Source: an optimization exercise on an open RTL-to-GDS flow (aim: small area and a short achievable clock period). Production flows keep margins and buffers that such runs may drop. Where RTL was checked, it was by simulation tests only, not by an equivalence proof against the original. For run 2, only the layout was checked, not whether the RTL still works. Power is estimated from default activity; no workload was simulated.

==> flow/design.v (outline; a module is shown in full before it is edited, if it fits) <==
// module sg_nand2: 1 lines
// module sg_nand3: 1 lines
// module sg_nor2: 1 lines
// module sg_nor2b: 1 lines
// module sg_inv: 1 lines
// module sg_xor2: 1 lines
// module sg_xnor2: 1 lines
// module sg_aoi21: 1 lines
// module sg_oai21: 1 lines
// module add_out: 976 lines
// module add_q: 836 lines
// module Scrambler: 72 lines
module Scrambler(
  input         clock,
  input         reset,
  input  [63:0] io_in,
  output [63:0] io_out
);
  // ...
==> flow/flow/run.sh <==
#!/bin/bash
# Layout flow: the standard flow (standard.sh, the ORFS make targets), run
# in two steps.  The layout differs from the standard flow in these settings
# only:
#  - synthesis is the standard one with ABC told that each gate drives a
#    1 fF load (ABC_LOAD_IN_FF=1; sky130hd's default is 5).  The adders are
#    written as one-gate modules that synthesis maps one at a time, and with
#    the default load ABC maps each to a larger drive strength than most
#    need (a21oi_2, nor2b_4); the resizer later upsizes the gates that timing
#    needs.  The registers are those of the standard synthesis;
#  - the pins are placed by flow/io.tcl (ORFS IO_CONSTRAINTS): io_in[i] and
#    io_out[i] side by side along the bottom edge in bit order, so that the
#    adder between them can be placed compactly;
#  - the port buffers that buffer_ports inserts are plain buffers (buf_2)
#    rather than the delay cell it would pick on its own;
#  - the resizer may swap a cell for one of another footprint
#    (MATCH_CELL_FOOTPRINT=0; sky130hd's platform config sets it to 1).
# Each step's full output goes to its own log file in the work folder.
set -euo pipefail
here=$(pwd)
bash standard.sh ABC_LOAD_IN_FF=1 synth > run_synth.log 2>&1
bash standard.sh "IO_CONSTRAINTS=$here/flow/io.tcl" IO_PIN_STEP=2 \
  "BUFFER_PORTS_ARGS=-buffer_cell sky130_fd_sc_hd__buf_2" \
  MATCH_CELL_FOOTPRINT=0 finish > run_layout.log 2>&1
==> flow/flow/io.tcl <==
# Pin placement, sourced at the end of floorplanning (ORFS IO_CONSTRAINTS).
# io_in[i] and io_out[i] sit side by side along the bottom edge, in bit order
# (bit 0 at the left), so that the io_in -> io_out adder can be placed as a
# compact strip next to its pins.  clock and reset go on the left edge.
set die [ord::get_die_area]
set W [expr {[lindex $die 2] - [lindex $die 0]}]
set H [expr {[lindex $die 3] - [lindex $die 1]}]
set pitch 0.46
set offset 0.23
set step $::env(IO_PIN_STEP)
set n 128
set span [expr {($n - 1) * $step * $pitch}]
set k [expr {int((($W - $span) / 2.0 - $offset) / $pitch)}]
for {set i 0} {$i < 64} {incr i} {
  foreach p [list "io_in\[$i\]" "io_out\[$i\]"] {
    place_pin -pin_name $p -layer met2 \
      -location [list [expr {$offset + $k * $pitch}] 0.242] -force_to_die_boundary
    incr k $step
  }
}
# the left edge's horizontal pins use met3 on a 0.68 um pitch (offset 0.34)
set row [expr {int(($H / 2.0 - 0.34) / 0.68)}]
place_pin -pin_name clock -layer met3 \
  -location [list 0.4 [expr {0.34 + $row * 0.68}]] -force_to_die_boundary
place_pin -pin_name reset -layer met3 \
  -location [list 0.4 [expr {0.34 + ($row + 8) * 0.68}]] -force_to_die_boundary
==> flow/standard.sh <==
#!/bin/bash
# synth_recipe.tcl (not shown) runs the flow's synth.tcl, then flattens the netlist and writes it again
# the make line also repeats each setting of config.mk as NAME=value (left out here)
make -C /OpenROAD-flow-scripts/flow DESIGN_CONFIG=/design/flow/config.mk WORK_HOME=/design/flow/orfs CLKGATE_MAP_FILE= SYNTH_SCRIPT=/design/flow/synth_recipe.tcl "${@:-finish}"
==> flow/config.mk <==
export PLATFORM = sky130hd
export DESIGN_NAME = Scrambler
export DESIGN_NICKNAME = Scrambler
export VERILOG_FILES = /design/flow/design.v
export SDC_FILE = /design/flow/constraint.sdc
export NUM_CORES = 4
export LEC_CHECK = 0
export CAP_MARGIN = 20
export CORE_MARGIN = 2
export CORE_UTILIZATION = 65
export CTS_CLUSTER_DIAMETER = 80
export CTS_CLUSTER_SIZE = 32
export PLACE_DENSITY = 0.9
export SETUP_SLACK_MARGIN = 2.5
export SLEW_MARGIN = 20
export SYNTH_HIERARCHICAL = 1
export SYNTH_MINIMUM_KEEP_SIZE = 0
export TNS_END_PERCENT = 5
==> flow/constraint.sdc <==
create_clock -name core_clock -period 6.0 [get_ports {clock}]
set_input_delay 1.2000 -clock core_clock [delete_from_list [all_inputs] [get_ports {clock}]]
set_output_delay 1.2000 -clock core_clock [all_outputs]
set_load 0.01 [all_outputs]
==> flow_metrics.env, run 1 <==
export IMPL_status="complete, no violations"
export IMPL_cts_resized=71
export IMPL_p_seq_w=0.0108
export IMPL_leakage_nw=16.2
export IMPL_clkSinkCount=1479
export IMPL_die_w_um=237
export IMPL_use_met2=0.476
export IMPL_synth_largest_area_cell="dfxtp_1"
export IMPL_final_core_util=0.731
export IMPL_synth_cells=2590
export IMPL_synth_simple_gate_area_frac=0.0834
export IMPL_p_sw_w=0.00328
export IMPL_slew_viol_final=0
export IMPL_place_hpwl_mm=47.1
export IMPL_post_cts_buffers=21
export IMPL_synth_area_mux_share=0
export IMPL_grtUsageTotal=0.262
export IMPL_cp_max_fo=5
export IMPL_p_clk_frac=0.287
export IMPL_top_power_group="registers"
export IMPL_fin_crit_sh=0.775
export IMPL_worstReg2RegEnd="q1[63]"
export IMPL_num_tap_cells=696
export IMPL_wire_per_inst_um=22.1
export IMPL_syn_area_mm2=0.0354
export IMPL_layout_drive_gt1_share=0.133
export IMPL_placed_cell_area_mm2=0.0369
export IMPL_r2r_slack_ps=1770
export IMPL_synth_nets=2658
export IMPL_busiest_layer="met2"
export IMPL_drc=0
export IMPL_num_multi_input_gates=1036
==> run 2, diff against run 1 <==
--- a/flow/design.v
+++ b/flow/design.v
@@ -339,16 +339,17 @@
   wire p2_59_n;
   wire g3_63;
   wire p3_63;
   wire g4_9;
   wire g3_7_n;
   wire g4_11;
   wire g4_13;
   wire g4_15;
+  wire g4_15_c1;
   wire g4_25;
   wire p4_25;
   wire g3_23_n;
   wire g4_27;
   wire p4_27;
   wire p3_23_n;
   wire g4_29;
   wire p4_29;
@@ -358,16 +359,17 @@
   wire p4_41;
   wire g3_39_n;
   wire g4_43;
   wire p4_43;
   wire p3_39_n;
   wire g4_45;
   wire p4_45;
   wire g4_47;
+  wire g4_47_c1;
   wire p4_47;
   wire g4_57;
   wire p4_57;
   wire g3_55_n;
   wire g4_59;
   wire p4_59;
   wire p3_55_n;
   wire g4_61;
@@ -376,50 +378,56 @@
   wire p4_63;
   wire g4_15_n;
   wire g5_17;
   wire g5_19;
   wire g5_21;
   wire g5_23;
   wire g5_25;
   wire g5_27;
+  wire g4_15_c1_n;
   wire g5_29;
   wire g5_31;
+  wire g5_31_c1;
+  wire g5_31_c2;
   wire g4_47_n;
   wire g5_49;
   wire p5_49;
   wire p4_47_n;
   wire g5_51;
   wire p5_51;
   wire g5_53;
   wire p5_53;
   wire g5_55;
   wire p5_55;
   wire g5_57;
   wire p5_57;
   wire g5_59;
   wire p5_59;
+  wire g4_47_c1_n;
   wire g5_61;
   wire p5_61;
   wire g5_63;
   wire p5_63;
   wire g6_33;
   wire g5_31_n;
   wire g6_35;
   wire g6_37;
   wire g6_39;
   wire g6_41;
   wire g6_43;
   wire g6_45;
+  wire g5_31_c1_n;
   wire g6_47;
   wire g6_49;
   wire g6_51;
   wire g6_53;
   wire g6_55;
   wire g6_57;
+  wire g5_31_c2_n;
   wire g6_59;
   wire g6_61;
   wire g6_63;
   wire g1_1_n;
   wire g7_2;
   wire g7_4;
   wire g7_6;
   wire g7_8;
@@ -794,199 +802,207 @@
   sg_nand2 u329 (.a(p1_61), .b(p2_59_n), .y(p3_61));
   sg_oai21 u330 (.a1(p2_63), .a2(g2_59), .b1(g2_63), .y(g3_63));
   sg_nor2 u331 (.a(p2_63), .b(p2_59), .y(p3_63));
   sg_aoi21 u332 (.a1(p1_9), .a2(g3_7), .b1(g1_9), .y(g4_9));
   sg_inv u333 (.a(g3_7), .y(g3_7_n));
   sg_oai21 u334 (.a1(p2_11), .a2(g3_7_n), .b1(g2_11), .y(g4_11));
   sg_oai21 u335 (.a1(p3_13), .a2(g3_7_n), .b1(g3_13), .y(g4_13));
   sg_aoi21 u336 (.a1(p3_15), .a2(g3_7), .b1(g3_15), .y(g4_15));
-  sg_aoi21 u337 (.a1(p1_25), .a2(g3_23), .b1(g1_25), .y(g4_25));
-  sg_nand2 u338 (.a(p1_25), .b(p3_23), .y(p4_25));
-  sg_inv u339 (.a(g3_23), .y(g3_23_n));
-  sg_oai21 u340 (.a1(p2_27), .a2(g3_23_n), .b1(g2_27), .y(g4_27));
-  sg_inv u341 (.a(p3_23), .y(p3_23_n));
-  sg_nor2 u342 (.a(p2_27), .b(p3_23_n), .y(p4_27));
-  sg_oai21 u343 (.a1(p3_29), .a2(g3_23_n), .b1(g3_29), .y(g4_29));
-  sg_nor2 u344 (.a(p3_29), .b(p3_23_n), .y(p4_29));
-  sg_aoi21 u345 (.a1(p3_31), .a2(g3_23), .b1(g3_31), .y(g4_31));
-  sg_nand2 u346 (.a(p3_31), .b(p3_23), .y(p4_31));
-  sg_aoi21 u347 (.a1(p1_41), .a2(g3_39), .b1(g1_41), .y(g4_41));
-  sg_nand2 u348 (.a(p1_41), .b(p3_39), .y(p4_41));
-  sg_inv u349 (.a(g3_39), .y(g3_39_n));
-  sg_oai21 u350 (.a1(p2_43), .a2(g3_39_n), .b1(g2_43), .y(g4_43));
-  sg_inv u351 (.a(p3_39), .y(p3_39_n));
-  sg_nor2 u352 (.a(p2_43), .b(p3_39_n), .y(p4_43));
-  sg_oai21 u353 (.a1(p3_45), .a2(g3_39_n), .b1(g3_45), .y(g4_45));
-  sg_nor2 u354 (.a(p3_45), .b(p3_39_n), .y(p4_45));
-  sg_aoi21 u355 (.a1(p3_47), .a2(g3_39), .b1(g3_47), .y(g4_47));
-  sg_nand2 u356 (.a(p3_47), .b(p3_39), .y(p4_47));
-  sg_aoi21 u357 (.a1(p1_57), .a2(g3_55), .b1(g1_57), .y(g4_57));
-  sg_nand2 u358 (.a(p1_57), .b(p3_55), .y(p4_57));
-  sg_inv u359 (.a(g3_55), .y(g3_55_n));
-  sg_oai21 u360 (.a1(p2_59), .a2(g3_55_n), .b1(g2_59), .y(g4_59));
-  sg_inv u361 (.a(p3_55), .y(p3_55_n));
-  sg_nor2 u362 (.a(p2_59), .b(p3_55_n), .y(p4_59));
-  sg_oai21 u363 (.a1(p3_61), .a2(g3_55_n), .b1(g3_61), .y(g4_61));
-  sg_nor2 u364 (.a(p3_61), .b(p3_55_n), .y(p4_61));
-  sg_aoi21 u365 (.a1(p3_63), .a2(g3_55), .b1(g3_63), .y(g4_63));
-  sg_nand2 u366 (.a(p3_63), .b(p3_55), .y(p4_63));
-  sg_inv u367 (.a(g4_15), .y(g4_15_n));
-  sg_aoi21 u368 (.a1(p1_17), .a2(g4_15_n), .b1(g1_17), .y(g5_17));
-  sg_oai21 u369 (.a1(p2_19), .a2(g4_15), .b1(g2_19), .y(g5_19));
-  sg_oai21 u370 (.a1(p3_21), .a2(g4_15), .b1(g3_21), .y(g5_21));
-  sg_aoi21 u371 (.a1(p3_23), .a2(g4_15_n), .b1(g3_23), .y(g5_23));
-  sg_oai21 u372 (.a1(p4_25), .a2(g4_15), .b1(g4_25), .y(g5_25));
-  sg_aoi21 u373 (.a1(p4_27), .a2(g4_15_n), .b1(g4_27), .y(g5_27));
-  sg_aoi21 u374 (.a1(p4_29), .a2(g4_15_n), .b1(g4_29), .y(g5_29));
-  sg_oai21 u375 (.a1(p4_31), .a2(g4_15), .b1(g4_31), .y(g5_31));
-  sg_inv u376 (.a(g4_47), .y(g4_47_n));
-  sg_aoi21 u377 (.a1(p1_49), .a2(g4_47_n), .b1(g1_49), .y(g5_49));
-  sg_inv u378 (.a(p4_47), .y(p4_47_n));
-  sg_nand2 u379 (.a(p1_49), .b(p4_47_n), .y(p5_49));
-  sg_oai21 u380 (.a1(p2_51), .a2(g4_47), .b1(g2_51), .y(g5_51));
-  sg_nor2 u381 (.a(p2_51), .b(p4_47), .y(p5_51));
-  sg_oai21 u382 (.a1(p3_53), .a2(g4_47), .b1(g3_53), .y(g5_53));
-  sg_nor2 u383 (.a(p3_53), .b(p4_47), .y(p5_53));
-  sg_aoi21 u384 (.a1(p3_55), .a2(g4_47_n), .b1(g3_55), .y(g5_55));
-  sg_nand2 u385 (.a(p3_55), .b(p4_47_n), .y(p5_55));
-  sg_oai21 u386 (.a1(p4_57), .a2(g4_47), .b1(g4_57), .y(g5_57));
-  sg_nor2 u387 (.a(p4_57), .b(p4_47), .y(p5_57));
-  sg_aoi21 u388 (.a1(p4_59), .a2(g4_47_n), .b1(g4_59), .y(g5_59));
-  sg_nand2 u389 (.a(p4_59), .b(p4_47_n), .y(p5_59));
-  sg_aoi21 u390 (.a1(p4_61), .a2(g4_47_n), .b1(g4_61), .y(g5_61));
-  sg_nand2 u391 (.a(p4_61), .b(p4_47_n), .y(p5_61));
-  sg_oai21 u392 (.a1(p4_63), .a2(g4_47), .b1(g4_63), .y(g5_63));
-  sg_nor2 u393 (.a(p4_63), .b(p4_47), .y(p5_63));
-  sg_aoi21 u394 (.a1(p1_33), .a2(g5_31), .b1(g1_33), .y(g6_33));
-  sg_inv u395 (.a(g5_31), .y(g5_31_n));
-  sg_oai21 u396 (.a1(p2_35), .a2(g5_31_n), .b1(g2_35), .y(g6_35));
-  sg_oai21 u397 (.a1(p3_37), .a2(g5_31_n), .b1(g3_37), .y(g6_37));
-  sg_aoi21 u398 (.a1(p3_39), .a2(g5_31), .b1(g3_39), .y(g6_39));
-  sg_oai21 u399 (.a1(p4_41), .a2(g5_31_n), .b1(g4_41), .y(g6_41));
-  sg_aoi21 u400 (.a1(p4_43), .a2(g5_31), .b1(g4_43), .y(g6_43));
-  sg_aoi21 u401 (.a1(p4_45), .a2(g5_31), .b1(g4_45), .y(g6_45));
-  sg_oai21 u402 (.a1(p4_47), .a2(g5_31_n), .b1(g4_47), .y(g6_47));
-  sg_oai21 u403 (.a1(p5_49), .a2(g5_31_n), .b1(g5_49), .y(g6_49));
-  sg_aoi21 u404 (.a1(p5_51), .a2(g5_31), .b1(g5_51), .y(g6_51));
-  sg_aoi21 u405 (.a1(p5_53), .a2(g5_31), .b1(g5_53), .y(g6_53));
-  sg_oai21 u406 (.a1(p5_55), .a2(g5_31_n), .b1(g5_55), .y(g6_55));
-  sg_aoi21 u407 (.a1(p5_57), .a2(g5_31), .b1(g5_57), .y(g6_57));
-  sg_oai21 u408 (.a1(p5_59), .a2(g5_31_n), .b1(g5_59), .y(g6_59));
-  sg_oai21 u409 (.a1(p5_61), .a2(g5_31_n), .b1(g5_61), .y(g6_61));
-  sg_aoi21 u410 (.a1(p5_63), .a2(g5_31), .b1(g5_63), .y(g6_63));
-  sg_inv u411 (.a(g1_1), .y(g1_1_n));
-  sg_oai21 u412 (.a1(p0_2), .a2(g1_1_n), .b1(g0_2), .y(g7_2));
-  sg_oai21 u413 (.a1(p0_4), .a2(g2_3), .b1(g0_4), .y(g7_4));
-  sg_oai21 u414 (.a1(p0_6), .a2(g3_5), .b1(g0_6), .y(g7_6));
-  sg_oai21 u415 (.a1(p0_8), .a2(g3_7_n), .b1(g0_8), .y(g7_8));
-  sg_oai21 u416 (.a1(p0_10), .a2(g4_9), .b1(g0_10), .y(g7_10));
-  sg_inv u417 (.a(g4_11), .y(g4_11_n));
-  sg_oai21 u418 (.a1(p0_12), .a2(g4_11_n), .b1(g0_12), .y(g7_12));
-  sg_inv u419 (.a(g4_13), .y(g4_13_n));
-  sg_oai21 u420 (.a1(p0_14), .a2(g4_13_n), .b1(g0_14), .y(g7_14));
-  sg_oai21 u421 (.a1(p0_16), .a2(g4_15), .b1(g0_16), .y(g7_16));
-  sg_oai21 u422 (.a1(p0_18), .a2(g5_17), .b1(g0_18), .y(g7_18));
-  sg_inv u423 (.a(g5_19), .y(g5_19_n));
-  sg_oai21 u424 (.a1(p0_20), .a2(g5_19_n), .b1(g0_20), .y(g7_20));
-  sg_inv u425 (.a(g5_21), .y(g5_21_n));
-  sg_oai21 u426 (.a1(p0_22), .a2(g5_21_n), .b1(g0_22), .y(g7_22));
-  sg_oai21 u427 (.a1(p0_24), .a2(g5_23), .b1(g0_24), .y(g7_24));
-  sg_inv u428 (.a(g5_25), .y(g5_25_n));
-  sg_oai21 u429 (.a1(p0_26), .a2(g5_25_n), .b1(g0_26), .y(g7_26));
-  sg_oai21 u430 (.a1(p0_28), .a2(g5_27), .b1(g0_28), .y(g7_28));
-  sg_oai21 u431 (.a1(p0_30), .a2(g5_29), .b1(g0_30), .y(g7_30));
-  sg_oai21 u432 (.a1(p0_32), .a2(g5_31_n), .b1(g0_32), .y(g7_32));
-  sg_oai21 u433 (.a1(p0_34), .a2(g6_33), .b1(g0_34), .y(g7_34));
-  sg_inv u434 (.a(g6_35), .y(g6_35_n));
-  sg_oai21 u435 (.a1(p0_36), .a2(g6_35_n), .b1(g0_36), .y(g7_36));
-  sg_inv u436 (.a(g6_37), .y(g6_37_n));
-  sg_oai21 u437 (.a1(p0_38), .a2(g6_37_n), .b1(g0_38), .y(g7_38));
-  sg_oai21 u438 (.a1(p0_40), .a2(g6_39), .b1(g0_40), .y(g7_40));
-  sg_inv u439 (.a(g6_41), .y(g6_41_n));
-  sg_oai21 u440 (.a1(p0_42), .a2(g6_41_n), .b1(g0_42), .y(g7_42));
-  sg_oai21 u441 (.a1(p0_44), .a2(g6_43), .b1(g0_44), .y(g7_44));
-  sg_oai21 u442 (.a1(p0_46), .a2(g6_45), .b1(g0_46), .y(g7_46));
-  sg_inv u443 (.a(g6_47), .y(g6_47_n));
-  sg_oai21 u444 (.a1(p0_48), .a2(g6_47_n), .b1(g0_48), .y(g7_48));
-  sg_inv u445 (.a(g6_49), .y(g6_49_n));
-  sg_oai21 u446 (.a1(p0_50), .a2(g6_49_n), .b1(g0_50), .y(g7_50));
-  sg_oai21 u447 (.a1(p0_52), .a2(g6_51), .b1(g0_52), .y(g7_52));
-  sg_oai21 u448 (.a1(p0_54), .a2(g6_53), .b1(g0_54), .y(g7_54));
-  sg_inv u449 (.a(g6_55), .y(g6_55_n));
-  sg_oai21 u450 (.a1(p0_56), .a2(g6_55_n), .b1(g0_56), .y(g7_56));
-  sg_oai21 u451 (.a1(p0_58), .a2(g6_57), .b1(g0_58), .y(g7_58));
-  sg_inv u452 (.a(g6_59), .y(g6_59_n));
-  sg_oai21 u453 (.a1(p0_60), .a2(g6_59_n), .b1(g0_60), .y(g7_60));
-  sg_inv u454 (.a(g6_61), .y(g6_61_n));
-  sg_oai21 u455 (.a1(p0_62), .a2(g6_61_n), .b1(g0_62), .y(g7_62));
+  sg_aoi21 u337 (.a1(p3_15), .a2(g3_7), .b1(g3_15), .y(g4_15_c1));
+  sg_aoi21 u338 (.a1(p1_25), .a2(g3_23), .b1(g1_25), .y(g4_25));
+  sg_nand2 u339 (.a(p1_25), .b(p3_23), .y(p4_25));
+  sg_inv u340 (.a(g3_23), .y(g3_23_n));
+  sg_oai21 u341 (.a1(p2_27), .a2(g3_23_n), .b1(g2_27), .y(g4_27));
+  sg_inv u342 (.a(p3_23), .y(p3_23_n));
+  sg_nor2 u343 (.a(p2_27), .b(p3_23_n), .y(p4_27));
+  sg_oai21 u344 (.a1(p3_29), .a2(g3_23_n), .b1(g3_29), .y(g4_29));
+  sg_nor2 u345 (.a(p3_29), .b(p3_23_n), .y(p4_29));
+  sg_aoi21 u346 (.a1(p3_31), .a2(g3_23), .b1(g3_31), .y(g4_31));
+  sg_nand2 u347 (.a(p3_31), .b(p3_23), .y(p4_31));
+  sg_aoi21 u348 (.a1(p1_41), .a2(g3_39), .b1(g1_41), .y(g4_41));
+  sg_nand2 u349 (.a(p1_41), .b(p3_39), .y(p4_41));
+  sg_inv u350 (.a(g3_39), .y(g3_39_n));
+  sg_oai21 u351 (.a1(p2_43), .a2(g3_39_n), .b1(g2_43), .y(g4_43));
+  sg_inv u352 (.a(p3_39), .y(p3_39_n));
+  sg_nor2 u353 (.a(p2_43), .b(p3_39_n), .y(p4_43));
+  sg_oai21 u354 (.a1(p3_45), .a2(g3_39_n), .b1(g3_45), .y(g4_45));
+  sg_nor2 u355 (.a(p3_45), .b(p3_39_n), .y(p4_45));
+  sg_aoi21 u356 (.a1(p3_47), .a2(g3_39), .b1(g3_47), .y(g4_47));
+  sg_aoi21 u357 (.a1(p3_47), .a2(g3_39), .b1(g3_47), .y(g4_47_c1));
+  sg_nand2 u358 (.a(p3_47), .b(p3_39), .y(p4_47));
+  sg_aoi21 u359 (.a1(p1_57), .a2(g3_55), .b1(g1_57), .y(g4_57));
+  sg_nand2 u360 (.a(p1_57), .b(p3_55), .y(p4_57));
+  sg_inv u361 (.a(g3_55), .y(g3_55_n));
+  sg_oai21 u362 (.a1(p2_59), .a2(g3_55_n), .b1(g2_59), .y(g4_59));
+  sg_inv u363 (.a(p3_55), .y(p3_55_n));
+  sg_nor2 u364 (.a(p2_59), .b(p3_55_n), .y(p4_59));
+  sg_oai21 u365 (.a1(p3_61), .a2(g3_55_n), .b1(g3_61), .y(g4_61));
+  sg_nor2 u366 (.a(p3_61), .b(p3_55_n), .y(p4_61));
+  sg_aoi21 u367 (.a1(p3_63), .a2(g3_55), .b1(g3_63), .y(g4_63));
+  sg_nand2 u368 (.a(p3_63), .b(p3_55), .y(p4_63));
+  sg_inv u369 (.a(g4_15), .y(g4_15_n));
+  sg_aoi21 u370 (.a1(p1_17), .a2(g4_15_n), .b1(g1_17), .y(g5_17));
+  sg_oai21 u371 (.a1(p2_19), .a2(g4_15), .b1(g2_19), .y(g5_19));
+  sg_oai21 u372 (.a1(p3_21), .a2(g4_15), .b1(g3_21), .y(g5_21));
+  sg_aoi21 u373 (.a1(p3_23), .a2(g4_15_n), .b1(g3_23), .y(g5_23));
+  sg_oai21 u374 (.a1(p4_25), .a2(g4_15), .b1(g4_25), .y(g5_25));
+  sg_aoi21 u375 (.a1(p4_27), .a2(g4_15_n), .b1(g4_27), .y(g5_27));
+  sg_inv u376 (.a(g4_15_c1), .y(g4_15_c1_n));
+  sg_aoi21 u377 (.a1(p4_29), .a2(g4_15_c1_n), .b1(g4_29), .y(g5_29));
+  sg_oai21 u378 (.a1(p4_31), .a2(g4_15_c1), .b1(g4_31), .y(g5_31));
+  sg_oai21 u379 (.a1(p4_31), .a2(g4_15_c1), .b1(g4_31), .y(g5_31_c1));
+  sg_oai21 u380 (.a1(p4_31), .a2(g4_15_c1), .b1(g4_31), .y(g5_31_c2));
+  sg_inv u381 (.a(g4_47), .y(g4_47_n));
+  sg_aoi21 u382 (.a1(p1_49), .a2(g4_47_n), .b1(g1_49), .y(g5_49));
+  sg_inv u383 (.a(p4_47), .y(p4_47_n));
+  sg_nand2 u384 (.a(p1_49), .b(p4_47_n), .y(p5_49));
+  sg_oai21 u385 (.a1(p2_51), .a2(g4_47), .b1(g2_51), .y(g5_51));
+  sg_nor2 u386 (.a(p2_51), .b(p4_47), .y(p5_51));
+  sg_oai21 u387 (.a1(p3_53), .a2(g4_47), .b1(g3_53), .y(g5_53));
+  sg_nor2 u388 (.a(p3_53), .b(p4_47), .y(p5_53));
+  sg_aoi21 u389 (.a1(p3_55), .a2(g4_47_n), .b1(g3_55), .y(g5_55));
+  sg_nand2 u390 (.a(p3_55), .b(p4_47_n), .y(p5_55));
+  sg_oai21 u391 (.a1(p4_57), .a2(g4_47), .b1(g4_57), .y(g5_57));
+  sg_nor2 u392 (.a(p4_57), .b(p4_47), .y(p5_57));
+  sg_aoi21 u393 (.a1(p4_59), .a2(g4_47_n), .b1(g4_59), .y(g5_59));
+  sg_nand2 u394 (.a(p4_59), .b(p4_47_n), .y(p5_59));
+  sg_inv u395 (.a(g4_47_c1), .y(g4_47_c1_n));
+  sg_aoi21 u396 (.a1(p4_61), .a2(g4_47_c1_n), .b1(g4_61), .y(g5_61));
+  sg_nand2 u397 (.a(p4_61), .b(p4_47_n), .y(p5_61));
+  sg_oai21 u398 (.a1(p4_63), .a2(g4_47_c1), .b1(g4_63), .y(g5_63));
+  sg_nor2 u399 (.a(p4_63), .b(p4_47), .y(p5_63));
+  sg_aoi21 u400 (.a1(p1_33), .a2(g5_31), .b1(g1_33), .y(g6_33));
+  sg_inv u401 (.a(g5_31), .y(g5_31_n));
+  sg_oai21 u402 (.a1(p2_35), .a2(g5_31_n), .b1(g2_35), .y(g6_35));
+  sg_oai21 u403 (.a1(p3_37), .a2(g5_31_n), .b1(g3_37), .y(g6_37));
+  sg_aoi21 u404 (.a1(p3_39), .a2(g5_31), .b1(g3_39), .y(g6_39));
+  sg_oai21 u405 (.a1(p4_41), .a2(g5_31_n), .b1(g4_41), .y(g6_41));
+  sg_aoi21 u406 (.a1(p4_43), .a2(g5_31), .b1(g4_43), .y(g6_43));
+  sg_aoi21 u407 (.a1(p4_45), .a2(g5_31_c1), .b1(g4_45), .y(g6_45));
+  sg_inv u408 (.a(g5_31_c1), .y(g5_31_c1_n));
+  sg_oai21 u409 (.a1(p4_47), .a2(g5_31_c1_n), .b1(g4_47), .y(g6_47));
+  sg_oai21 u410 (.a1(p5_49), .a2(g5_31_c1_n), .b1(g5_49), .y(g6_49));
+  sg_aoi21 u411 (.a1(p5_51), .a2(g5_31_c1), .b1(g5_51), .y(g6_51));
+  sg_aoi21 u412 (.a1(p5_53), .a2(g5_31_c1), .b1(g5_53), .y(g6_53));
+  sg_oai21 u413 (.a1(p5_55), .a2(g5_31_c1_n), .b1(g5_55), .y(g6_55));
+  sg_aoi21 u414 (.a1(p5_57), .a2(g5_31_c2), .b1(g5_57), .y(g6_57));
+  sg_inv u415 (.a(g5_31_c2), .y(g5_31_c2_n));
+  sg_oai21 u416 (.a1(p5_59), .a2(g5_31_c2_n), .b1(g5_59), .y(g6_59));
+  sg_oai21 u417 (.a1(p5_61), .a2(g5_31_c2_n), .b1(g5_61), .y(g6_61));
+  sg_aoi21 u418 (.a1(p5_63), .a2(g5_31_c2), .b1(g5_63), .y(g6_63));
+  sg_inv u419 (.a(g1_1), .y(g1_1_n));
+  sg_oai21 u420 (.a1(p0_2), .a2(g1_1_n), .b1(g0_2), .y(g7_2));
+  sg_oai21 u421 (.a1(p0_4), .a2(g2_3), .b1(g0_4), .y(g7_4));
+  sg_oai21 u422 (.a1(p0_6), .a2(g3_5), .b1(g0_6), .y(g7_6));
+  sg_oai21 u423 (.a1(p0_8), .a2(g3_7_n), .b1(g0_8), .y(g7_8));
+  sg_oai21 u424 (.a1(p0_10), .a2(g4_9), .b1(g0_10), .y(g7_10));
+  sg_inv u425 (.a(g4_11), .y(g4_11_n));
+  sg_oai21 u426 (.a1(p0_12), .a2(g4_11_n), .b1(g0_12), .y(g7_12));
+  sg_inv u427 (.a(g4_13), .y(g4_13_n));
+  sg_oai21 u428 (.a1(p0_14), .a2(g4_13_n), .b1(g0_14), .y(g7_14));
+  sg_oai21 u429 (.a1(p0_16), .a2(g4_15_c1), .b1(g0_16), .y(g7_16));
+  sg_oai21 u430 (.a1(p0_18), .a2(g5_17), .b1(g0_18), .y(g7_18));
+  sg_inv u431 (.a(g5_19), .y(g5_19_n));
+  sg_oai21 u432 (.a1(p0_20), .a2(g5_19_n), .b1(g0_20), .y(g7_20));
+  sg_inv u433 (.a(g5_21), .y(g5_21_n));
+  sg_oai21 u434 (.a1(p0_22), .a2(g5_21_n), .b1(g0_22), .y(g7_22));
+  sg_oai21 u435 (.a1(p0_24), .a2(g5_23), .b1(g0_24), .y(g7_24));
+  sg_inv u436 (.a(g5_25), .y(g5_25_n));
+  sg_oai21 u437 (.a1(p0_26), .a2(g5_25_n), .b1(g0_26), .y(g7_26));
+  sg_oai21 u438 (.a1(p0_28), .a2(g5_27), .b1(g0_28), .y(g7_28));
+  sg_oai21 u439 (.a1(p0_30), .a2(g5_29), .b1(g0_30), .y(g7_30));
+  sg_oai21 u440 (.a1(p0_32), .a2(g5_31_c2_n), .b1(g0_32), .y(g7_32));
+  sg_oai21 u441 (.a1(p0_34), .a2(g6_33), .b1(g0_34), .y(g7_34));
+  sg_inv u442 (.a(g6_35), .y(g6_35_n));
+  sg_oai21 u443 (.a1(p0_36), .a2(g6_35_n), .b1(g0_36), .y(g7_36));
+  sg_inv u444 (.a(g6_37), .y(g6_37_n));
+  sg_oai21 u445 (.a1(p0_38), .a2(g6_37_n), .b1(g0_38), .y(g7_38));
+  sg_oai21 u446 (.a1(p0_40), .a2(g6_39), .b1(g0_40), .y(g7_40));
+  sg_inv u447 (.a(g6_41), .y(g6_41_n));
+  sg_oai21 u448 (.a1(p0_42), .a2(g6_41_n), .b1(g0_42), .y(g7_42));
+  sg_oai21 u449 (.a1(p0_44), .a2(g6_43), .b1(g0_44), .y(g7_44));
+  sg_oai21 u450 (.a1(p0_46), .a2(g6_45), .b1(g0_46), .y(g7_46));
+  sg_inv u451 (.a(g6_47), .y(g6_47_n));
+  sg_oai21 u452 (.a1(p0_48), .a2(g6_47_n), .b1(g0_48), .y(g7_48));
+  sg_inv u453 (.a(g6_49), .y(g6_49_n));
+  sg_oai21 u454 (.a1(p0_50), .a2(g6_49_n), .b1(g0_50), .y(g7_50));
+  sg_oai21 u455 (.a1(p0_52), .a2(g6_51), .b1(g0_52), .y(g7_52));
+  sg_oai21 u456 (.a1(p0_54), .a2(g6_53), .b1(g0_54), .y(g7_54));
+  sg_inv u457 (.a(g6_55), .y(g6_55_n));
+  sg_oai21 u458 (.a1(p0_56), .a2(g6_55_n), .b1(g0_56), .y(g7_56));
+  sg_oai21 u459 (.a1(p0_58), .a2(g6_57), .b1(g0_58), .y(g7_58));
+  sg_inv u460 (.a(g6_59), .y(g6_59_n));
+  sg_oai21 u461 (.a1(p0_60), .a2(g6_59_n), .b1(g0_60), .y(g7_60));
+  sg_inv u462 (.a(g6_61), .y(g6_61_n));
+  sg_oai21 u463 (.a1(p0_62), .a2(g6_61_n), .b1(g0_62), .y(g7_62));
   assign s[0] = x_0;
-  sg_xnor2 u456 (.a(x_1), .b(g0_0), .y(s[1]));
-  sg_xor2 u457 (.a(x_2), .b(g1_1), .y(s[2]));
-  sg_xor2 u458 (.a(x_3), .b(g7_2), .y(s[3]));
-  sg_xnor2 u459 (.a(x_4), .b(g2_3), .y(s[4]));
-  sg_xor2 u460 (.a(x_5), .b(g7_4), .y(s[5]));
-  sg_xnor2 u461 (.a(x_6), .b(g3_5), .y(s[6]));
-  sg_xor2 u462 (.a(x_7), .b(g7_6), .y(s[7]));
-  sg_xor2 u463 (.a(x_8), .b(g3_7), .y(s[8]));
-  sg_xor2 u464 (.a(x_9), .b(g7_8), .y(s[9]));
-  sg_xnor2 u465 (.a(x_10), .b(g4_9), .y(s[10]));
-  sg_xor2 u466 (.a(x_11), .b(g7_10), .y(s[11]));
-  sg_xor2 u467 (.a(x_12), .b(g4_11), .y(s[12]));
-  sg_xor2 u468 (.a(x_13), .b(g7_12), .y(s[13]));
-  sg_xor2 u469 (.a(x_14), .b(g4_13), .y(s[14]));
-  sg_xor2 u470 (.a(x_15), .b(g7_14), .y(s[15]));
-  sg_xnor2 u471 (.a(x_16), .b(g4_15), .y(s[16]));
-  sg_xor2 u472 (.a(x_17), .b(g7_16), .y(s[17]));
-  sg_xnor2 u473 (.a(x_18), .b(g5_17), .y(s[18]));
-  sg_xor2 u474 (.a(x_19), .b(g7_18), .y(s[19]));
-  sg_xor2 u475 (.a(x_20), .b(g5_19), .y(s[20]));
-  sg_xor2 u476 (.a(x_21), .b(g7_20), .y(s[21]));
-  sg_xor2 u477 (.a(x_22), .b(g5_21), .y(s[22]));
-  sg_xor2 u478 (.a(x_23), .b(g7_22), .y(s[23]));
-  sg_xnor2 u479 (.a(x_24), .b(g5_23), .y(s[24]));
-  sg_xor2 u480 (.a(x_25), .b(g7_24), .y(s[25]));
-  sg_xor2 u481 (.a(x_26), .b(g5_25), .y(s[26]));
-  sg_xor2 u482 (.a(x_27), .b(g7_26), .y(s[27]));
-  sg_xnor2 u483 (.a(x_28), .b(g5_27), .y(s[28]));
-  sg_xor2 u484 (.a(x_29), .b(g7_28), .y(s[29]));
-  sg_xnor2 u485 (.a(x_30), .b(g5_29), .y(s[30]));
-  sg_xor2 u486 (.a(x_31), .b(g7_30), .y(s[31]));
-  sg_xor2 u487 (.a(x_32), .b(g5_31), .y(s[32]));
-  sg_xor2 u488 (.a(x_33), .b(g7_32), .y(s[33]));
-  sg_xnor2 u489 (.a(x_34), .b(g6_33), .y(s[34]));
-  sg_xor2 u490 (.a(x_35), .b(g7_34), .y(s[35]));
-  sg_xor2 u491 (.a(x_36), .b(g6_35), .y(s[36]));
-  sg_xor2 u492 (.a(x_37), .b(g7_36), .y(s[37]));
-  sg_xor2 u493 (.a(x_38), .b(g6_37), .y(s[38]));
-  sg_xor2 u494 (.a(x_39), .b(g7_38), .y(s[39]));
-  sg_xnor2 u495 (.a(x_40), .b(g6_39), .y(s[40]));
-  sg_xor2 u496 (.a(x_41), .b(g7_40), .y(s[41]));
-  sg_xor2 u497 (.a(x_42), .b(g6_41), .y(s[42]));
-  sg_xor2 u498 (.a(x_43), .b(g7_42), .y(s[43]));
-  sg_xnor2 u499 (.a(x_44), .b(g6_43), .y(s[44]));
-  sg_xor2 u500 (.a(x_45), .b(g7_44), .y(s[45]));
-  sg_xnor2 u501 (.a(x_46), .b(g6_45), .y(s[46]));
-  sg_xor2 u502 (.a(x_47), .b(g7_46), .y(s[47]));
-  sg_xor2 u503 (.a(x_48), .b(g6_47), .y(s[48]));
-  sg_xor2 u504 (.a(x_49), .b(g7_48), .y(s[49]));
-  sg_xor2 u505 (.a(x_50), .b(g6_49), .y(s[50]));
-  sg_xor2 u506 (.a(x_51), .b(g7_50), .y(s[51]));
-  sg_xnor2 u507 (.a(x_52), .b(g6_51), .y(s[52]));
-  sg_xor2 u508 (.a(x_53), .b(g7_52), .y(s[53]));
-  sg_xnor2 u509 (.a(x_54), .b(g6_53), .y(s[54]));
-  sg_xor2 u510 (.a(x_55), .b(g7_54), .y(s[55]));
-  sg_xor2 u511 (.a(x_56), .b(g6_55), .y(s[56]));
-  sg_xor2 u512 (.a(x_57), .b(g7_56), .y(s[57]));
-  sg_xnor2 u513 (.a(x_58), .b(g6_57), .y(s[58]));
-  sg_xor2 u514 (.a(x_59), .b(g7_58), .y(s[59]));
-  sg_xor2 u515 (.a(x_60), .b(g6_59), .y(s[60]));
-  sg_xor2 u516 (.a(x_61), .b(g7_60), .y(s[61]));
-  sg_xor2 u517 (.a(x_62), .b(g6_61), .y(s[62]));
-  sg_xor2 u518 (.a(x_63), .b(g7_62), .y(s[63]));
+  sg_xnor2 u464 (.a(x_1), .b(g0_0), .y(s[1]));
+  sg_xor2 u465 (.a(x_2), .b(g1_1), .y(s[2]));
+  sg_xor2 u466 (.a(x_3), .b(g7_2), .y(s[3]));
+  sg_xnor2 u467 (.a(x_4), .b(g2_3), .y(s[4]));
+  sg_xor2 u468 (.a(x_5), .b(g7_4), .y(s[5]));
+  sg_xnor2 u469 (.a(x_6), .b(g3_5), .y(s[6]));
+  sg_xor2 u470 (.a(x_7), .b(g7_6), .y(s[7]));
+  sg_xor2 u471 (.a(x_8), .b(g3_7), .y(s[8]));
+  sg_xor2 u472 (.a(x_9), .b(g7_8), .y(s[9]));
+  sg_xnor2 u473 (.a(x_10), .b(g4_9), .y(s[10]));
+  sg_xor2 u474 (.a(x_11), .b(g7_10), .y(s[11]));
+  sg_xor2 u475 (.a(x_12), .b(g4_11), .y(s[12]));
+  sg_xor2 u476 (.a(x_13), .b(g7_12), .y(s[13]));
+  sg_xor2 u477 (.a(x_14), .b(g4_13), .y(s[14]));
+  sg_xor2 u478 (.a(x_15), .b(g7_14), .y(s[15]));
+  sg_xnor2 u479 (.a(x_16), .b(g4_15), .y(s[16]));
+  sg_xor2 u480 (.a(x_17), .b(g7_16), .y(s[17]));
+  sg_xnor2 u481 (.a(x_18), .b(g5_17), .y(s[18]));
+  sg_xor2 u482 (.a(x_19), .b(g7_18), .y(s[19]));
+  sg_xor2 u483 (.a(x_20), .b(g5_19), .y(s[20]));
+  sg_xor2 u484 (.a(x_21), .b(g7_20), .y(s[21]));
+  sg_xor2 u485 (.a(x_22), .b(g5_21), .y(s[22]));
+  sg_xor2 u486 (.a(x_23), .b(g7_22), .y(s[23]));
+  sg_xnor2 u487 (.a(x_24), .b(g5_23), .y(s[24]));
+  sg_xor2 u488 (.a(x_25), .b(g7_24), .y(s[25]));
+  sg_xor2 u489 (.a(x_26), .b(g5_25), .y(s[26]));
+  sg_xor2 u490 (.a(x_27), .b(g7_26), .y(s[27]));
+  sg_xnor2 u491 (.a(x_28), .b(g5_27), .y(s[28]));
+  sg_xor2 u492 (.a(x_29), .b(g7_28), .y(s[29]));
+  sg_xnor2 u493 (.a(x_30), .b(g5_29), .y(s[30]));
+  sg_xor2 u494 (.a(x_31), .b(g7_30), .y(s[31]));
+  sg_xor2 u495 (.a(x_32), .b(g5_31), .y(s[32]));
+  sg_xor2 u496 (.a(x_33), .b(g7_32), .y(s[33]));
+  sg_xnor2 u497 (.a(x_34), .b(g6_33), .y(s[34]));
+  sg_xor2 u498 (.a(x_35), .b(g7_34), .y(s[35]));
+  sg_xor2 u499 (.a(x_36), .b(g6_35), .y(s[36]));
+  sg_xor2 u500 (.a(x_37), .b(g7_36), .y(s[37]));
+  sg_xor2 u501 (.a(x_38), .b(g6_37), .y(s[38]));
+  sg_xor2 u502 (.a(x_39), .b(g7_38), .y(s[39]));
+  sg_xnor2 u503 (.a(x_40), .b(g6_39), .y(s[40]));
+  sg_xor2 u504 (.a(x_41), .b(g7_40), .y(s[41]));
+  sg_xor2 u505 (.a(x_42), .b(g6_41), .y(s[42]));
+  sg_xor2 u506 (.a(x_43), .b(g7_42), .y(s[43]));
+  sg_xnor2 u507 (.a(x_44), .b(g6_43), .y(s[44]));
+  sg_xor2 u508 (.a(x_45), .b(g7_44), .y(s[45]));
+  sg_xnor2 u509 (.a(x_46), .b(g6_45), .y(s[46]));
+  sg_xor2 u510 (.a(x_47), .b(g7_46), .y(s[47]));
+  sg_xor2 u511 (.a(x_48), .b(g6_47), .y(s[48]));
+  sg_xor2 u512 (.a(x_49), .b(g7_48), .y(s[49]));
+  sg_xor2 u513 (.a(x_50), .b(g6_49), .y(s[50]));
+  sg_xor2 u514 (.a(x_51), .b(g7_50), .y(s[51]));
+  sg_xnor2 u515 (.a(x_52), .b(g6_51), .y(s[52]));
+  sg_xor2 u516 (.a(x_53), .b(g7_52), .y(s[53]));
+  sg_xnor2 u517 (.a(x_54), .b(g6_53), .y(s[54]));
+  sg_xor2 u518 (.a(x_55), .b(g7_54), .y(s[55]));
+  sg_xor2 u519 (.a(x_56), .b(g6_55), .y(s[56]));
+  sg_xor2 u520 (.a(x_57), .b(g7_56), .y(s[57]));
+  sg_xnor2 u521 (.a(x_58), .b(g6_57), .y(s[58]));
+  sg_xor2 u522 (.a(x_59), .b(g7_58), .y(s[59]));
+  sg_xor2 u523 (.a(x_60), .b(g6_59), .y(s[60]));
+  sg_xor2 u524 (.a(x_61), .b(g7_60), .y(s[61]));
+  sg_xor2 u525 (.a(x_62), .b(g6_61), .y(s[62]));
+  sg_xor2 u526 (.a(x_63), .b(g7_62), .y(s[63]));
 endmodule
 module add_q(input [63:0] a, input [63:0] b, output [63:0] s);
   wire g0_0;
   wire p0_0;
   wire x_0;
   wire g0_1;
   wire p0_1;
   wire x_1;
--- a/flow/config.mk
+++ b/flow/config.mk
@@ -5,14 +5,13 @@
 export SDC_FILE = /design/flow/constraint.sdc
 export NUM_CORES = 4
 export LEC_CHECK = 0
 export CAP_MARGIN = 20
 export CORE_MARGIN = 2
 export CORE_UTILIZATION = 65
 export CTS_CLUSTER_DIAMETER = 80
 export CTS_CLUSTER_SIZE = 32
-export PLACE_DENSITY = 0.9
 export SETUP_SLACK_MARGIN = 2.5
 export SLEW_MARGIN = 20
 export SYNTH_HIERARCHICAL = 1
 export SYNTH_MINIMUM_KEEP_SIZE = 0
 export TNS_END_PERCENT = 5
==> flow_metrics.env, run 2 <==
export IMPL_status="complete, no violations"
export IMPL_p_sw_w=0.00314
export IMPL_multi_input_area_mm2=0.00609
export IMPL_rsz0062_at_grt="true"
export IMPL_relSlewSlack=0.455
export IMPL_yosysMostFrequentCell="dfxtp_1"
export IMPL_finalSetupViolations=0
export IMPL_powerDensity_mw_per_mm2=395
export IMPL_hold_viol=0
export IMPL_nets=2867
export IMPL_drt_total_wl_mm=61.7
export IMPL_syn_area_mm2=0.0354
export IMPL_clk_pin_slew_ps=110
export IMPL_worstHoldEndpoint="p5[10]"
export IMPL_tightest_slew_ps=817
export IMPL_pin_count=0
export IMPL_tns_ps=0
export IMPL_synthFlopType="dfxtp_1"
export IMPL_slew_viol_final=0
export IMPL_path_class="in2out"
export IMPL_crit_path_top_delay_cell="xnor2_1"
export IMPL_die_w_um=237
export IMPL_synth_enable_flop_cells=0
export IMPL_fin_crit_sh=0.746
export IMPL_gp_congestion=0.880
export IMPL_p_clk_frac=0.289
export IMPL_cp_start_kind="input pin"
export IMPL_root_buffer="clkbuf_16"
export IMPL_yosysWarnings=7
export IMPL_period_needed_ps=4480
export IMPL_synth_largest_area_cell="dfxtp_1"
export IMPL_area_sequential_mm2=0.0296
export IMPL_crit_path_end_kind="primary output"
export IMPL_h_tree_depth=2
export IMPL_grt_pass1_vias=16774
export IMPL_vdd_drop_max_mv=0.331
export IMPL_rr_worst_depth=13
export IMPL_min_delay_path_depth=0
export IMPL_layout_drive_gt1_share=0.127
export IMPL_dieArea_mm2=0.0564
export IMPL_crit_path_max_incr_delay_ps=490
export IMPL_required_ps=4800
export IMPL_synth_area_leaders="dfxtp_1 (84%), nor2_1 (3.0%), o21ai_1 (2.4%)"
export IMPL_synth_cells=2598
export IMPL_drt_iter0_drc=796
export IMPL_ys_seq_area_frac=0.836
export IMPL_r2r_slack_ps=2020
export IMPL_initial_utilization=0.658
export IMPL_synthTopCellsByCount="dfxtp_1 (1479), nor2_1 (279), nand2_1 (174)"
export IMPL_synth_top_area_frac=0.836
export IMPL_path_delay_family="compound AO/OA/AOI/OAI gates"
export IMPL_cts_buffers=55
export IMPL_clk_latency_ps=640
export IMPL_leakage_nw=16.1
export IMPL_layout_common_cells="dfxtp_1 (1479), nor2_1 (237), nand2_1 (161)"
export IMPL_wire_per_inst_um=17.6
export IMPL_grt_pass1_wl_mm=91.7
export IMPL_combPwrFrac=0.020
export IMPL_synth_seq_cells=1479
export IMPL_place_hpwl_mm=42.8
export IMPL_area_growth_syn_to_layout_pct=10.9
export IMPL_first_pass_iters=4
export IMPL_die_h_um=237
export IMPL_layout_commonest_cell="dfxtp_1"
export IMPL_r2r_start="p1[0]"
export IMPL_setup_slack_ps=1520
export IMPL_cts_tree="done"
export IMPL_syn_area_per_cell_um2=13.6
export IMPL_intPower_w=0.0124
export IMPL_swShare=0.202
export IMPL_dp_slack_ps=1200
export IMPL_hold_path_class="reg2reg"
export IMPL_port_buffers=129
export IMPL_rows=85
export IMPL_synth_cell_types=23
export IMPL_synth_nets=2666
export IMPL_grt_overflow=0
export IMPL_cts_max_path_buffers=3
export IMPL_fmax_ghz=0.223
export IMPL_drc=0
export IMPL_fillCellCount=3521
export IMPL_vias_per_cell=4.79
export IMPL_antenna_found_initial=5
export IMPL_critPathBufInv=3
export IMPL_vias=16789
export IMPL_arrival_ps=3280
export IMPL_worstReg2RegEnd="q1[63]"
export IMPL_seqPwrFrac=0.692
export IMPL_clkSinkCount=1479
export IMPL_worstPathCellList="buf_2 > nor2_2 > nor2_2 > nand2_2 > o21ai_4 > a21oi_4 > o21ai_4 > buf_4 > a21oi_2 > xnor2_1 > buf_2"
export IMPL_maxCapViolations=0
export IMPL_hold_start="p4[10]"
export IMPL_synthArstFlopShare=0
export IMPL_core_mm2=0.0538
export IMPL_grtUsageTotal=0.217
export IMPL_grt_max_degree=66
export IMPL_antenna_left=0
export IMPL_fin_skew_ps=38.5
export IMPL_cp_max_fo=5
## run 2: cell types whose count changed in the layout (fill, tap and decap cells not counted), moves of 3 or more
cell | previous run | this run
buf_6 | 5 | 1
o21ai_1 | 138 | 148
nor2_1 | 228 | 237
a21oi_1 | 64 | 59
o21ai_2 | 26 | 12
nor2_4 | 18 | 9
clkinv_16 | 1 | 4
inv_1 | 55 | 58
a21oi_2 | 12 | 20
buf_4 | 41 | 31
o21ai_4 | 6 | 12
xor2_2 | 10 | 13
buf_2 | 121 | 125
## run 2: layout make-up
type / instances / share of cell area
Inverter: 64 / 0.00618
Antenna cell: 2 / 0.000127
Tap cell: 696 / 0.0222
Timing Repair Buffer: 159 / 0.0229
Clock buffer: 57 / 0.0358
Multi-Input combinational cell: 1040 / 0.155
Clock inverter: 8 / 0.00430
Sequential cell: 1479 / 0.754
## run 2: timing repair
item,4_1_cts,5_1_grt
pin swaps,21,30
gates resized for setup,48,82
endpoints found under the hold margin,0,0
setup endpoints to repair,74,83
setup buffers,16,12
hold buffers,0,0
## run 2: power by group through the flow
stage	Combinational (W)	Sequential, W	Clock [W]
after detailed placement	0.000279	0.0110	0
final	0.000308	0.0107	0.00448
after global routing	0.000333	0.0108	0.00491
after CTS	0.000295	0.0107	0.00458
after floorplan	0.000167	0.0108	0
after global placement	0.000274	0.0109	0
## run 2: worst max path at each step
stage | cells after the start | slack (ps) | to | from
6_report | 11 | 1520 | io_out[34] | io_in[5]
5_1_grt | 13 | 1480 | io_out[43] | io_in[8]
3_5_place_dp | 13 | 1200 | io_out[43] | io_in[0]
2_1_floorplan | 11 | 2120 | io_out[49] | io_in[0]
4_1_cts | 11 | 1590 | io_out[25] | io_in[6]
3_3_place_gp | 13 | 1210 | io_out[43] | io_in[0]
## run 2: per-layer routing
| metal | wire length [um] | GRT usage | vias up |
|---|---|---|---|
| li1 | - | - | 8472 |
| met2 | 32300 | 0.407 | 266 |
| met4 | 3850 | 0.122 | 0 |
| met3 | 1510 | 0.0268 | 161 |
| met5 | 0 | 0 | - |
| met1 | 24000 | 0.236 | 7890 |
## run 2: per-module statistics from Yosys (local to each module, per instance), excerpt
| module | flip-flops and latches | area (um2) |
|---|---|---|
| sg_inv | 0 | 3.75 |
| sg_nor2b | 0 | 6.26 |
| sg_nor2 | 0 | 3.75 |
| sg_nand2 | 0 | 3.75 |
| sg_xor2 | 0 | 8.76 |
| add_out | 0 | 7.51 |
| sg_oai21 | 0 | 5.00 |
| sg_xnor2 | 0 | 8.76 |
| sg_aoi21 | 0 | 5.00 |
| Scrambler | 1479 | 30600 |
## run 2: per-stage QoR
step | hold WS (ps) | instance area, um2 | util | instances | total power (W)
floorplan | 310 | 35600 | - | 2598 | 0.0110
global placement | 310 | 37000 | 0.687 | 3410 | 0.0112
detailed placement | 312 | 37000 | 0.687 | 3410 | 0.0112
CTS | 313 | 38900 | 0.723 | 3491 | 0.0156
global route | 325 | 39300 | 0.730 | 3503 | 0.0160
finish | 321 | 39300 | 0.730 | 3505 | 0.0155
## run 2: kinds of logic (layout without fill, tap and decap cells)
family,count (synthesis),in the layout,synth area share
XOR/XNOR,130,130,0.0321
other,0,2,0
AND/OR/NAND/NOR,650,650,0.0833
flip-flops,1479,1479,0.836
AO/OA/AOI/OAI,258,258,0.0366
buffers and inverters,79,288,0.0116
adder cells (fa/ha/maj),2,2,0.000706

[re-timing with driven ports]
The flow's constraints put no driver on any port. The routed layouts listed below were extracted and timed again, unchanged, in two steps. Step 1 assumes that a clkbuf_16 drives the clock port and a buf_2 every other input. Step 2 also shifts input and output timing later by t, the mid clock arrival at the registers, as if the neighbouring blocks saw the same clock. Slacks: no drivers / after step 1 / after step 2; pairs: no drivers / after step 1.
| run | t, ns | setup slack, ns | worst setup path at the end | slew at the worst register clock pin (ns) |
|---|---|---|---|---|
| run 1 | 0.686 | 1.351 / 1.306 / 1.306 | input to output | 0.12 / 0.12 |
| run 2 | 0.667 | 1.522 / 1.501 / 1.501 | input to output | 0.11 / 0.11 |
After both steps setup and hold are still met in every run listed. The setup slack of run 1, which loses most, moves by -0.045 ns with the drivers and by -0.045 ns with both steps.
